From an optimization exercise on the open Yosys and OpenROAD flow, aimed at small area, a short achievable clock period and few clock cycles per item; shortcuts taken in it are not production practice.
At most, simulation tests tie the RTL to the original design; equivalence was not proved.

==> module fft_mpart, before the edit <==
module fft_mpart #(parameter HAS_F = 1) (
    input  wire               clk,
    input  wire signed [10:0] t,
    input  wire signed [16:0] e,
    input  wire               k0,
    input  wire               k1,
    input  wire               kg,
    input  wire               kf,
    input  wire               ng,
    output reg  signed [8:0]  y
);
wire signed [18:0] te = t;
wire signed [18:0] ee = e;
wire f = HAS_F ? kf : 1'b0;
wire [7:0]  kc = k0 ? (ng ? 8'd192 : 8'd65) :
                 k1 ? (ng ? 8'd192 : 8'd64) :
                 kg ? (ng ? 8'd157 : 8'd66) :
                      (ng ? 8'd183 : 8'd65);
wire [18:0] s1 = (f | kg) ? (te <<< 6) : (te <<< 7);
wire [18:0] s2 = f ? ~(te <<< 4) : kg ? (te <<< 5) : k0 ? ~te : 19'd0;
wire [18:0] s3 = f ? te : kg ? ~(te <<< 2) : 19'd0;
wire [18:0] s4 = f ? ee : kg ? ~te : 19'd0;
wire [18:0] a1, b1, a2, b2, r1, r2;
fft_csa c1 (.x(s1), .y(s2), .z(s3), .s(a1), .c(b1));
fft_csa c2 (.x(a1), .y(b1), .z(s4), .s(a2), .c(b2));
fft_csa c3 (.x(a2), .y(b2), .z({11'd0, kc}), .s(r1), .c(r2));
wire [7:0]  lo = {1'b0, r1[6:0]} + {1'b0, r2[6:0]};
reg  [10:0] h1_r, h2_r;
reg         lc_r;
always @(posedge clk) begin
    h1_r <= r1[17:7];
    h2_r <= r2[17:7];
    lc_r <= lo[7];
end
wire [10:0] ph = h1_r + h2_r + {10'd0, lc_r};
wire signed [8:0] ys;
fft_sat #(.W(11)) s (.x(ph), .y(ys));
always @(posedge clk) y <= ys;
endmodule
clock: 10.0 ns
lec_check: 0
cap_margin: 20
core_margin: 2
core_utilization: 55
cts_buf_list: sky130_fd_sc_hd__clkbuf_8
cts_cluster_diameter: 60
cts_cluster_size: 16
slew_margin: 20
standard.sh (not shown) runs the stock make flow with config.mk's settings and CLKGATE_MAP_FILE= SYNTH_SCRIPT=/design/flow/synth_recipe.tcl, a recipe that flattens the netlist after the stock synthesis.
==> flow/flow/run.sh <==
#!/bin/bash
# The standard layout (the standard.sh: unchanged synthesis and steps),
# with the port buffers made of sky130_fd_sc_hd__buf_2 cells instead of the
# delay-buffer cells buffer_ports picks by default, and timing repair asked
# to leave a setup margin of 6.9 ns (the clock period stays 10 ns).
export BUFFER_PORTS_ARGS="-buffer_cell sky130_fd_sc_hd__buf_2"
export SETUP_SLACK_MARGIN=6.9
bash standard.sh > standard.log 2>&1
The first run passed the timing, design-rule and antenna checks.
Testbench counts at the start, summed over its fixed seeds: cycles 6,368, frames 384.
Edit:
--- a/flow/design.v
+++ b/flow/design.v
@@ -117,21 +117,26 @@
 wire [18:0] s3 = f ? te : kg ? ~(te <<< 2) : 19'd0;
 wire [18:0] s4 = f ? ee : kg ? ~te : 19'd0;
 wire [18:0] a1, b1, a2, b2, r1, r2;
 fft_csa c1 (.x(s1), .y(s2), .z(s3), .s(a1), .c(b1));
 fft_csa c2 (.x(a1), .y(b1), .z(s4), .s(a2), .c(b2));
 fft_csa c3 (.x(a2), .y(b2), .z({11'd0, kc}), .s(r1), .c(r2));
-wire [7:0]  lo = {1'b0, r1[6:0]} + {1'b0, r2[6:0]};
+wire [4:0]  lo = {1'b0, r1[3:0]} + {1'b0, r2[3:0]};
+wire [2:0]  gg = r1[6:4] & r2[6:4];
+wire [2:0]  pp = r1[6:4] | r2[6:4];
 reg  [10:0] h1_r, h2_r;
-reg         lc_r;
+reg         glo_r, ghi_r, phi_r;
 always @(posedge clk) begin
-    h1_r <= r1[17:7];
-    h2_r <= r2[17:7];
-    lc_r <= lo[7];
+    h1_r  <= r1[17:7];
+    h2_r  <= r2[17:7];
+    glo_r <= lo[4];
+    ghi_r <= gg[2] | (pp[2] & gg[1]) | (pp[2] & pp[1] & gg[0]);
+    phi_r <= &pp;
 end
-wire [10:0] ph = h1_r + h2_r + {10'd0, lc_r};
+wire        lc = ghi_r | (phi_r & glo_r);
+wire [10:0] ph = h1_r + h2_r + {10'd0, lc};
 wire signed [8:0] ys;
 fft_sat #(.W(11)) s (.x(ph), .y(ys));
 always @(posedge clk) y <= ys;
 endmodule
 module fft_tw2 (
     input  wire              clk,
Result: The new run produced a clean layout; cell count is higher by 1.8%; hold slack gets worse by 0.014 ns; via count is higher by 1.5%; synthesized area grows by about 1.8%; final area came out higher by about 1.6%; routed wire length goes down by about 0.3%; worst setup slack gains 0.11 ns; global-route usage goes down by 0.52 points; sequential share of layout area shrinks by 0.16 points; die area is higher by 1.8%; register-to-register slack improves by 0.19 ns; non-clock buffer count drops by 1.
For the second run of this note, only the layout was checked, not whether the RTL still works.

[re-timing with driven ports]
The results above use ideal ports. As a check the final layouts listed here were re-extracted and re-timed, cells and wires unchanged. Step 1 sets driving cells, clkbuf_16 on the clock port and buf_2 on the other inputs (assumed; they add their load-dependent delay and slew). Step 2, shift: input delay + t, output delay - t, t = (earliest + latest rising clock arrival at the registers) / 2. This alone moves slack from input paths to output paths. Slacks: no drivers / after step 1 / after step 2; pairs: no drivers / after step 1.
run | shift t [ns] | setup slack, ns | hold slack, ns | worst setup path at the end
the first run | 0.764 | 6.662 / 6.662 / 6.662 | 0.320 / 0.320 / 0.320 | register to register
the second run | 0.754 | 6.775 / 6.717 / 6.847 | 0.306 / 0.306 / 0.306 | register to register
After both steps every run listed still meets setup and hold.
